Context: an optimization exercise on an open-source flow, tuned for small area and a short achievable clock period. The choices shown serve that exercise and are no tape-out recipe.
Where RTL was checked, it was by simulation tests only, not by an equivalence proof against the original.
Power figures rest on the tool's default switching activity, not on a simulated workload.

==> inputs of quartz <==
Design matmul, start of the top module:
module matmul(A,B,y,clk);
    input logic [31:0] A;
    input logic [31:0] B;
    output logic [31:0] y;
    input logic clk;
    logic [7:0] y00, y01, y10, y11;
    matmul_dot2 u00 (.a0(A[31:24]), .b0(B[31:24]), .a1(A[23:16]), .b1(B[15:8]), .y(y00));
    matmul_dot2 u01 (.a0(A[31:24]), .b0(B[23:16]), .a1(A[23:16]), .b1(B[7:0]),  .y(y01));
    matmul_dot2 u10 (.a0(A[15:8]),  .b0(B[31:24]), .a1(A[7:0]),   .b1(B[15:8]), .y(y10));
    matmul_dot2 u11 (.a0(A[15:8]),  .b0(B[23:16]), .a1(A[7:0]),   .b1(B[7:0]),  .y(y11));
    always_ff @(posedge clk)
        y <= {y00, y01, y10, y11};
endmodule
clock: 10.0 ns
lec_check: 0
cap_margin: 20
core_margin: 2
core_utilization: 40
setup_slack_margin: 5
slew_margin: 20
synth_hierarchical: 1
synth_minimum_keep_size: 0
standard.sh (not shown) runs the stock make flow with config.mk's settings and CLKGATE_MAP_FILE= SYNTH_SCRIPT=/design/flow/synth_recipe.tcl, a recipe that flattens the netlist after the stock synthesis.
==> flow/flow/run.sh <==
#!/bin/bash
# The standard layout (standard.sh), except that buffer_ports uses
# sky130_fd_sc_hd__buf_1 for the port buffers instead of the delay-buffer cell it picks by default.
set -e
export BUFFER_PORTS_ARGS="-buffer_cell sky130_fd_sc_hd__buf_1"
bash standard.sh  finish > standard.log 2>&1
==> indigo: changes against quartz <==
==> flow/flow/run.sh (replaced) <==
#!/bin/bash
# The standard layout (standard.sh), except that buffer_ports uses
# sky130_fd_sc_hd__buf_2 for the port buffers instead of the delay-buffer cell it picks by default.
set -e
export BUFFER_PORTS_ARGS="-buffer_cell sky130_fd_sc_hd__buf_2"
bash standard.sh  finish > standard.log 2>&1
Settings changed: SETUP_SLACK_MARGIN 5 to unset.
==> delta: changes against quartz <==
==> flow/flow/run.sh (replaced) <==
#!/bin/bash
# The standard layout (standard.sh) with two changes to the port buffers:
# buffer_ports uses sky130_fd_sc_hd__buf_4 for them instead of the delay-buffer cell it picks by
# default, and after global placement flow/outbuf.tcl sets the output ports'
# buffers to buf_1 (they only drive the pin load).
set -e
export BUFFER_PORTS_ARGS="-buffer_cell sky130_fd_sc_hd__buf_4"
export POST_GLOBAL_PLACE_TCL="$(pwd)/flow/outbuf.tcl"
bash standard.sh  finish > standard.log 2>&1
==> flow/flow/outbuf.tcl (new file) <==
# Output ports only drive their pin load: their port buffers get the smallest
# buffer cell (the input ports keep the cell buffer_ports used).
set outbuf sky130_fd_sc_hd__buf_1
set n 0
foreach port [all_outputs] {
  set net [get_nets [get_full_name $port]]
  foreach pin [get_pins -of_objects $net -filter "direction == output"] {
    set inst [get_cells -of_objects $pin]
    set cell [get_property [get_property $inst liberty_cell] name]
    if {[string match "sky130_fd_sc_hd__buf_*" $cell] && $cell ne $outbuf} {
      replace_cell $inst $outbuf
      incr n
    }
  }
}
puts "outbuf.tcl: $n output port buffers set to $outbuf"
Settings changed: SETUP_SLACK_MARGIN 5 to unset.
==> run notes <==
metric                                                                    quartz                 indigo                   delta
Run status                                                        finished clean         finished clean          finished clean
Clock group power                                                         149 uW                 156 uW                  156 uW
Filler-free cell count of the finished design                              1,057                  1,055                   1,055
First-pass GRT wire length                                             27,900 um              28,400 um               28,100 um
Least-Margin Pin Slew                                                     624 ps                 404 ps                  313 ps
Number of placed instances, taps included                                  1,049                  1,048                   1,048
Average routed wire per standard cell                                    16.7 um                16.5 um                 16.7 um
Peak clock frequency supported by timing                                 205 MHz                213 MHz                 221 MHz
Clock network fraction of design power                                     10.4%                  10.8%                   10.8%
GRT busiest layer                                                           met2                   met1                    met2
Top cell by count, worst path                            sky130_fd_sc_hd__xor2_1  sky130_fd_sc_hd__fa_1  sky130_fd_sc_hd__or2_1
Overall via count from detail_route                                        5,228                  5,171                   5,201
Layout buffer count excluding clock buffers                                   97                     96                      96
Metal3 WL                                                                1490 um                1230 um                 1260 um
Wire length on met1                                                      7980 um                8330 um                 8410 um
Data required time of the worst path                                   10,210 ps              10,160 ps               10,170 ps
Global routing usage on met2                                               31.3%                  30.6%                   30.7%
P_leak                                                                   2.70 nW                2.87 nW                 2.84 nW
Placer congestion estimate                                                 0.886                  0.874                       -
Met1 capacity usage during global routing                                  29.0%                  30.8%                   30.2%
Slowest cell on crit path                       sky130_fd_sc_hd__clkdlybuf4s18_2  sky130_fd_sc_hd__fa_1   sky130_fd_sc_hd__fa_1
HPWL reported at the end of detailed placement                         13,000 um              13,100 um               13,200 um
Hold Startpoint                                                            B[24]                   A[0]                    A[0]
NetSw                                                                     645 uW                 644 uW                  645 uW
No functional check of the RTL was part of any run of this note.

---

==> 07-13: inputs <==
matmul, a different RTL version from the one above (not shown whole).
Settings: LEC_CHECK=0, CAP_MARGIN=20, CORE_MARGIN=2, CORE_UTILIZATION=40, CTS_BUF_LIST=sky130_fd_sc_hd__clkbuf_8, SLEW_MARGIN=20, SYNTH_HIERARCHICAL=1, SYNTH_MINIMUM_KEEP_SIZE=0; clock period 10.0 ns.
==> flow/flow/run.sh <==
#!/bin/bash
# The standard layout (standard.sh) with two changes:
# - buffer_ports gives every port a sky130_fd_sc_hd__buf_8 buffer instead of the delay-buffer
#   cell it picks by default;
# - after global placement, flow/size2.tcl sets each cell that is not near-critical to the smallest drive strength
#   of its family that keeps the worst setup slack, and
#   gives the output ports buf_1 buffers.
# Each tool's full output is in the ORFS logs under orfs/logs; make's output
# is in standard.log.
set -e
export BUFFER_PORTS_ARGS="-buffer_cell sky130_fd_sc_hd__buf_8"
export POST_GLOBAL_PLACE_TCL="$(pwd)/flow/size2.tcl"
bash standard.sh  finish > standard.log 2>&1
Other scripts of this flow, unchanged in this note and not shown: flow/flow/size2.tcl
==> 06-21: changes against 07-13 <==
--- a/flow/design.v
+++ b/flow/design.v
@@ -37,50 +37,50 @@
   wire n3 = ~(a0[0] & b0[1]);
   wire n4 = ~(a0[1] & b0[0]);
   wire n5 = ~(a1[0] & b1[1]);
   wire n6 = ~(a1[1] & b1[0]);
   wire n7, n8;
   matmul_fa un7 (.a(n3), .b(n4), .c(n5), .s(n7), .co(n8));
   wire n9 = ~(a0[0] & b0[2]);
   wire n10 = ~(a0[1] & b0[1]);
-  wire n11;
-  matmul_xnor un11 (.a(n9), .b(n10), .y(n11));
-  wire n12;
-  matmul_or un12 (.a(n9), .b(n10), .y(n12));
-  wire n13 = ~(a0[2] & b0[0]);
-  wire n14 = ~(a1[0] & b1[2]);
-  wire n15 = ~(a1[1] & b1[1]);
-  wire n16 = ~(a1[2] & b1[0]);
+  wire n11 = ~(a0[2] & b0[0]);
+  wire n12 = ~(a1[0] & b1[2]);
+  wire n13 = ~(a1[1] & b1[1]);
+  wire n14 = ~(a1[2] & b1[0]);
+  wire n15, n16;
+  matmul_fa un15 (.a(n9), .b(n10), .c(n11), .s(n15), .co(n16));
   wire n17, n18;
-  matmul_fa un17 (.a(n13), .b(n14), .c(n15), .s(n17), .co(n18));
+  matmul_fa un17 (.a(n12), .b(n13), .c(n14), .s(n17), .co(n18));
   wire n19, n20;
-  matmul_fa un19 (.a(n16), .b(n11), .c(n8), .s(n19), .co(n20));
+  matmul_fa un19 (.a(n8), .b(n15), .c(n17), .s(n19), .co(n20));
   wire n21 = ~(a0[0] & b0[3]);
   wire n22 = ~(a0[1] & b0[2]);
-  wire n23 = ~(a0[2] & b0[1]);
-  wire n24 = ~(a0[3] & b0[0]);
-  wire n25 = ~(a1[0] & b1[3]);
-  wire n26 = ~(a1[1] & b1[2]);
-  wire n27 = ~(a1[2] & b1[1]);
-  wire n28 = ~(a1[3] & b1[0]);
-  wire n29, n30;
-  matmul_fa un29 (.a(n21), .b(n22), .c(n23), .s(n29), .co(n30));
+  wire n23;
+  matmul_xnor un23 (.a(n21), .b(n22), .y(n23));
+  wire n24;
+  matmul_or un24 (.a(n21), .b(n22), .y(n24));
+  wire n25 = ~(a0[2] & b0[1]);
+  wire n26 = ~(a0[3] & b0[0]);
+  wire n27 = ~(a1[0] & b1[3]);
+  wire n28 = ~(a1[1] & b1[2]);
+  wire n29 = ~(a1[2] & b1[1]);
+  wire n30 = ~(a1[3] & b1[0]);
   wire n31, n32;
-  matmul_fa un31 (.a(n24), .b(n25), .c(n26), .s(n31), .co(n32));
+  matmul_fa un31 (.a(n25), .b(n26), .c(n27), .s(n31), .co(n32));
   wire n33, n34;
-  matmul_fa un33 (.a(n27), .b(n28), .c(n12), .s(n33), .co(n34));
+  matmul_fa un33 (.a(n28), .b(n29), .c(n30), .s(n33), .co(n34));
   wire n35, n36;
-  matmul_fa un35 (.a(n18), .b(n29), .c(n31), .s(n35), .co(n36));
+  matmul_fa un35 (.a(n23), .b(n16), .c(n18), .s(n35), .co(n36));
   wire n37;
-  matmul_xor un37 (.a(n33), .b(n20), .y(n37));
+  matmul_xor un37 (.a(n31), .b(n33), .y(n37));
   wire n38;
   matmul_xor un38 (.a(n37), .b(n35), .y(n38));
   wire n39;
-  matmul_maj un39 (.a(n33), .b(n20), .c(n35), .y(n39));
+  matmul_maj un39 (.a(n31), .b(n33), .c(n35), .y(n39));
   wire n40 = ~(a0[0] & b0[4]);
   wire n41 = ~(a0[1] & b0[3]);
   wire n42;
   matmul_xnor un42 (.a(n40), .b(n41), .y(n42));
   wire n43;
   matmul_or un43 (.a(n40), .b(n41), .y(n43));
   wire n44 = ~(a0[2] & b0[2]);
   wire n45 = ~(a0[3] & b0[1]);
@@ -92,19 +92,19 @@
   wire n51 = ~(a1[4] & b1[0]);
   wire n52, n53;
   matmul_fa un52 (.a(n44), .b(n45), .c(n46), .s(n52), .co(n53));
   wire n54, n55;
   matmul_fa un54 (.a(n47), .b(n48), .c(n49), .s(n54), .co(n55));
   wire n56, n57;
   matmul_fa un56 (.a(n50), .b(n51), .c(n42), .s(n56), .co(n57));
   wire n58, n59;
-  matmul_fa un58 (.a(n30), .b(n32), .c(n52), .s(n58), .co(n59));
+  matmul_fa un58 (.a(n24), .b(n32), .c(n34), .s(n58), .co(n59));
   wire n60, n61;
-  matmul_fa un60 (.a(n54), .b(n34), .c(n56), .s(n60), .co(n61));
+  matmul_fa un60 (.a(n52), .b(n54), .c(n56), .s(n60), .co(n61));
   wire n62;
   matmul_xor un62 (.a(n36), .b(n58), .y(n62));
   wire n63;
   matmul_xor un63 (.a(n62), .b(n60), .y(n63));
   wire n64;
   matmul_maj un64 (.a(n36), .b(n58), .c(n60), .y(n64));
   wire n65 = ~(a0[0] & b0[5]);
   wire n66 = ~(a0[1] & b0[4]);
@@ -267,59 +267,62 @@
   wire n178;
   matmul_xor un178 (.a(n1), .b(n2), .y(n178));
   wire n179;
   matmul_or un179 (.a(n1), .b(n2), .y(n179));
   wire n180, n181;
   matmul_fa un180 (.a(n6), .b(n7), .c(n179), .s(n180), .co(n181));
   wire n182 = ~n180;
   wire n183;
-  matmul_xor un183 (.a(n17), .b(n19), .y(n183));
+  matmul_xor un183 (.a(n19), .b(n181), .y(n183));
   wire n184;
-  matmul_xor un184 (.a(n183), .b(n181), .y(n184));
+  matmul_or un184 (.a(n19), .b(n181), .y(n184));
   wire n185;
-  matmul_maj un185 (.a(n17), .b(n19), .c(n181), .y(n185));
-  wire n186 = ~n184;
+  matmul_xor un185 (.a(n20), .b(n38), .y(n185));
+  wire n186;
+  matmul_and un186 (.a(n20), .b(n38), .y(n186));
   wire n187;
-  matmul_xor un187 (.a(n38), .b(n185), .y(n187));
+  matmul_or un187 (.a(n20), .b(n38), .y(n187));
   wire n188;
-  matmul_nor un188 (.a(n38), .b(n185), .y(n188));
+  matmul_xnor un188 (.a(n185), .b(n184), .y(n188));
   wire n189;
-  matmul_xor un189 (.a(n39), .b(n63), .y(n189));
+  matmul_oai un189 (.a1(n186), .a2(n184), .b1(n187), .y(n189));
   wire n190;
-  matmul_nand un190 (.a(n39), .b(n63), .y(n190));
+  matmul_xor un190 (.a(n39), .b(n63), .y(n190));
   wire n191;
-  matmul_nor un191 (.a(n39), .b(n63), .y(n191));
+  matmul_nand un191 (.a(n39), .b(n63), .y(n191));
   wire n192;
-  matmul_xor un192 (.a(n189), .b(n188), .y(n192));
+  matmul_nor un192 (.a(n39), .b(n63), .y(n192));
   wire n193;
-  matmul_aoi un193 (.a1(n190), .a2(n188), .b1(n191), .y(n193));
+  matmul_xor un193 (.a(n190), .b(n189), .y(n193));
   wire n194;
-  matmul_xor un194 (.a(n64), .b(n95), .y(n194));
+  matmul_aoi un194 (.a1(n191), .a2(n189), .b1(n192), .y(n194));
   wire n195;
-  matmul_and un195 (.a(n64), .b(n95), .y(n195));
+  matmul_xor un195 (.a(n95), .b(n64), .y(n195));
   wire n196;
-  matmul_or un196 (.a(n64), .b(n95), .y(n196));
+  matmul_and un196 (.a(n95), .b(n64), .y(n196));
   wire n197;
-  matmul_xnor un197 (.a(n194), .b(n193), .y(n197));
+  matmul_or un197 (.a(n95), .b(n64), .y(n197));
   wire n198;
-  matmul_oai un198 (.a1(n195), .a2(n193), .b1(n196), .y(n198));
+  matmul_xnor un198 (.a(n195), .b(n194), .y(n198));
   wire n199;
-  matmul_xor un199 (.a(n96), .b(n134), .y(n199));
+  matmul_oai un199 (.a1(n196), .a2(n194), .b1(n197), .y(n199));
   wire n200;
-  matmul_nand un200 (.a(n96), .b(n134), .y(n200));
+  matmul_xor un200 (.a(n96), .b(n134), .y(n200));
   wire n201;
-  matmul_nor un201 (.a(n96), .b(n134), .y(n201));
+  matmul_nand un201 (.a(n96), .b(n134), .y(n201));
   wire n202;
-  matmul_xor un202 (.a(n199), .b(n198), .y(n202));
+  matmul_nor un202 (.a(n96), .b(n134), .y(n202));
   wire n203;
-  matmul_aoi un203 (.a1(n200), .a2(n198), .b1(n201), .y(n203));
+  matmul_xor un203 (.a(n200), .b(n199), .y(n203));
   wire n204;
-  matmul_xor un204 (.a(n177), .b(n203), .y(n204));
-  assign y = {n204, n202, n197, n192, n187, n186, n182, n178};
+  matmul_aoi un204 (.a1(n201), .a2(n199), .b1(n202), .y(n204));
+  wire n205;
+  matmul_xor un205 (.a(n177), .b(n204), .y(n205));
+  assign y = {n205, n203, n198, n193, n188, n183, n182, n178};
 endmodule
 module matmul(A,B,y,clk);
     input logic [31:0] A;
     input logic [31:0] B;
     output logic [31:0] y;
     input logic clk;
     logic [7:0] y00, y01, y10, y11;
     matmul_dot2 u00 (.a0(A[31:24]), .b0(B[31:24]), .a1(A[23:16]), .b1(B[15:8]), .y(y00));
==> flow/flow/run.sh (replaced) <==
#!/bin/bash
# The standard layout (standard.sh) with two changes:
# - buffer_ports gives every port a sky130_fd_sc_hd__buf_6 buffer instead of the delay-buffer
#   cell it picks by default;
# - after global placement, flow/size2.tcl sets each cell that is not near-critical to the smallest drive strength
#   of its family that keeps the worst setup slack, and
#   gives the output ports buf_1 buffers.
# Each tool's full output is in the ORFS logs under orfs/logs; make's output
# is in standard.log.
set -e
export BUFFER_PORTS_ARGS="-buffer_cell sky130_fd_sc_hd__buf_6"
export POST_GLOBAL_PLACE_TCL="$(pwd)/flow/size2.tcl"
bash standard.sh  finish > standard.log 2>&1
==> flow/config.mk (replaced) <==
export PLATFORM = sky130hd
export DESIGN_NAME = matmul
export DESIGN_NICKNAME = matmul
export VERILOG_FILES = /design/flow/design.v
export SDC_FILE = /design/flow/constraint.sdc
export NUM_CORES = 4
export LEC_CHECK = 0
export CAP_MARGIN = 20
export CORE_MARGIN = 2
export CORE_UTILIZATION = 60
export PLACE_DENSITY = 0.75
export SLEW_MARGIN = 20
export SYNTH_HIERARCHICAL = 1
export SYNTH_MINIMUM_KEEP_SIZE = 0
==> 12-03: changes against 07-13 <==
==> flow/flow/run.sh (replaced) <==
#!/bin/bash
# The standard layout (standard.sh) with two changes:
# - buffer_ports gives every port a sky130_fd_sc_hd__buf_6 buffer instead of the delay-buffer
#   cell it picks by default;
# - after global placement, flow/size2.tcl sets each cell that is not near-critical to the smallest drive strength
#   of its family that keeps the worst setup slack, and
#   gives the output ports buf_1 buffers.
# Each tool's full output is in the ORFS logs under orfs/logs; make's output
# is in standard.log.
set -e
export BUFFER_PORTS_ARGS="-buffer_cell sky130_fd_sc_hd__buf_6"
export POST_GLOBAL_PLACE_TCL="$(pwd)/flow/size2.tcl"
bash standard.sh  finish > standard.log 2>&1
==> flow/config.mk (replaced) <==
export PLATFORM = sky130hd
export DESIGN_NAME = matmul
export DESIGN_NICKNAME = matmul
export VERILOG_FILES = /design/flow/design.v
export SDC_FILE = /design/flow/constraint.sdc
export NUM_CORES = 4
export LEC_CHECK = 0
export CAP_MARGIN = 20
export CORE_MARGIN = 2
export CORE_UTILIZATION = 33
export CTS_BUF_LIST = sky130_fd_sc_hd__clkbuf_8
export SLEW_MARGIN = 20
export SYNTH_HIERARCHICAL = 1
export SYNTH_MINIMUM_KEEP_SIZE = 0
==> 08-02: changes against 07-13 <==
==> flow/flow/run.sh (replaced) <==
#!/bin/bash
# The standard layout (standard.sh) with two changes:
# - buffer_ports gives every port a sky130_fd_sc_hd__buf_6 buffer instead of the delay-buffer
#   cell it picks by default;
# - after global placement, flow/size2.tcl sets each cell that is not near-critical to the smallest drive strength
#   of its family that keeps the worst setup slack, and
#   gives the output ports buf_1 buffers.
# Each tool's full output is in the ORFS logs under orfs/logs; make's output
# is in standard.log.
set -e
export BUFFER_PORTS_ARGS="-buffer_cell sky130_fd_sc_hd__buf_6"
export POST_GLOBAL_PLACE_TCL="$(pwd)/flow/size2.tcl"
bash standard.sh  finish > standard.log 2>&1
--- a/flow/config.mk
+++ b/flow/config.mk
@@ -4,11 +4,12 @@
 export VERILOG_FILES = /design/flow/design.v
 export SDC_FILE = /design/flow/constraint.sdc
 export NUM_CORES = 4
 export LEC_CHECK = 0
 export CAP_MARGIN = 20
 export CORE_MARGIN = 2
 export CORE_UTILIZATION = 40
 export CTS_BUF_LIST = sky130_fd_sc_hd__clkbuf_8
+export GPL_ROUTABILITY_DRIVEN = 0
 export SLEW_MARGIN = 20
 export SYNTH_HIERARCHICAL = 1
 export SYNTH_MINIMUM_KEEP_SIZE = 0
==> comparison table <==
Part of the total power dissipated in sequential elements: 07-13 16.0%; 12-03 15.7%; 08-02 16.0%; 06-21 15.3%
Status: 07-13 timing/DRC/antenna clean; 12-03 timing/DRC/antenna clean; 08-02 timing/DRC/antenna clean; 06-21 timing/DRC/antenna clean
Synthesized net count: 07-13 961; 12-03 961; 08-02 961; 06-21 965
Met1 layer usage reported by global route: 07-13 24.6%; 12-03 22.6%; 08-02 25.7%; 06-21 40.1%
Met3 WL: 07-13 1020 um; 12-03 973 um; 08-02 1130 um; 06-21 1750 um
Met2 layer usage reported by global route: 07-13 32.3%; 12-03 29.9%; 08-02 32.0%; 06-21 47.4%
Filler Cell Count: 07-13 1683; 12-03 2149; 08-02 1732; 06-21 951
Overall global routing resource usage: 07-13 19.0%; 12-03 17.1%; 08-02 18.8%; 06-21 29.0%
Multi-input logic portion of the cell area: 07-13 78.1%; 12-03 77.3%; 08-02 78.4%; 06-21 78.9%
Buffer share of cell area: 07-13 8.16%; 12-03 7.66%; 08-02 7.83%; 06-21 7.67%
Sw power: 07-13 628 uW; 12-03 639 uW; 08-02 623 uW; 06-21 638 uW
Detailed placer's ending HPWL: 07-13 13400 um; 12-03 14000 um; 08-02 13000 um; 06-21 12900 um
Count of inserted tapcells: 07-13 220; 12-03 270; 08-02 220; 06-21 140
Post-place instance area: 07-13 7310 um2; 12-03 7330 um2; 08-02 7280 um2; 06-21 7190 um2
Delay of the slowest cell on the worst path: 07-13 540 ps; 12-03 540 ps; 08-02 610 ps; 06-21 550 ps
First-pass GRT wire length: 07-13 27100 um; 12-03 29100 um; 08-02 26800 um; 06-21 28200 um
Layout Area Growth over Synthesis: 07-13 8.80%; 12-03 9.65%; 08-02 8.39%; 06-21 7.95%
Routing usage on met3: 07-13 2.80%; 12-03 2.64%; 08-02 2.65%; 06-21 4.56%
Switching portion of total power: 07-13 47.4%; 12-03 47.0%; 08-02 47.3%; 06-21 46.0%
Most repeated library cell on the critical path: 07-13 -; 12-03 sky130_fd_sc_hd__xor2_1; 08-02 sky130_fd_sc_hd__xor2_1; 06-21 -

## what the ideal ports hide
How much do the figures lean on ideal ports? The routed layouts below were timed once more, with nothing changed but the port constraints. Step 1 (the two cells are an assumption about what drives the block):
set clk [get_ports {clk}]
set_driving_cell -lib_cell sky130_fd_sc_hd__clkbuf_16 $clk
set_driving_cell -lib_cell sky130_fd_sc_hd__buf_2 [delete_from_list [all_inputs] $clk]
Step 2 moves the port delays by t, midway between the first and last clock arrival at a register: inputs arrive t later, outputs are due t later. That takes back most of the time a late clock gives input paths. Three values: ideal ports, drivers, drivers and shift; two values: the first two.
run	t, ns	setup slack, ns	hold slack, ns	worst register clock-pin slew, ns	worst slew at a driven data input, ns
quartz	0.308	5.125 / 5.127 / 4.818	2.236 / 2.232 / 2.402	0.05 / 0.05	0.04
indigo	0.310	5.294 / 5.307 / 4.997	2.199 / 2.191 / 2.410	0.05 / 0.05	0.05
delta	0.310	5.481 / 5.492 / 5.181	2.134 / 2.117 / 2.400	0.06 / 0.06	0.05
07-13	0.319	5.689 / 5.656 / 5.337	2.062 / 2.067 / 2.386	0.07 / 0.07	0.08
06-21	0.312	5.618 / 5.615 / 5.302	2.076 / 2.075 / 2.388	0.06 / 0.06	0.04
12-03	0.347	5.684 / 5.680 / 5.334	2.031 / 2.029 / 2.375	0.08 / 0.08	0.06
08-02	0.322	5.694 / 5.673 / 5.351	2.054 / 2.059 / 2.381	0.07 / 0.07	0.06
After both steps setup and hold are still met in every run listed. The setup slack of 07-13, which loses most, moves by -0.033 ns with the drivers and by -0.352 ns with both steps.
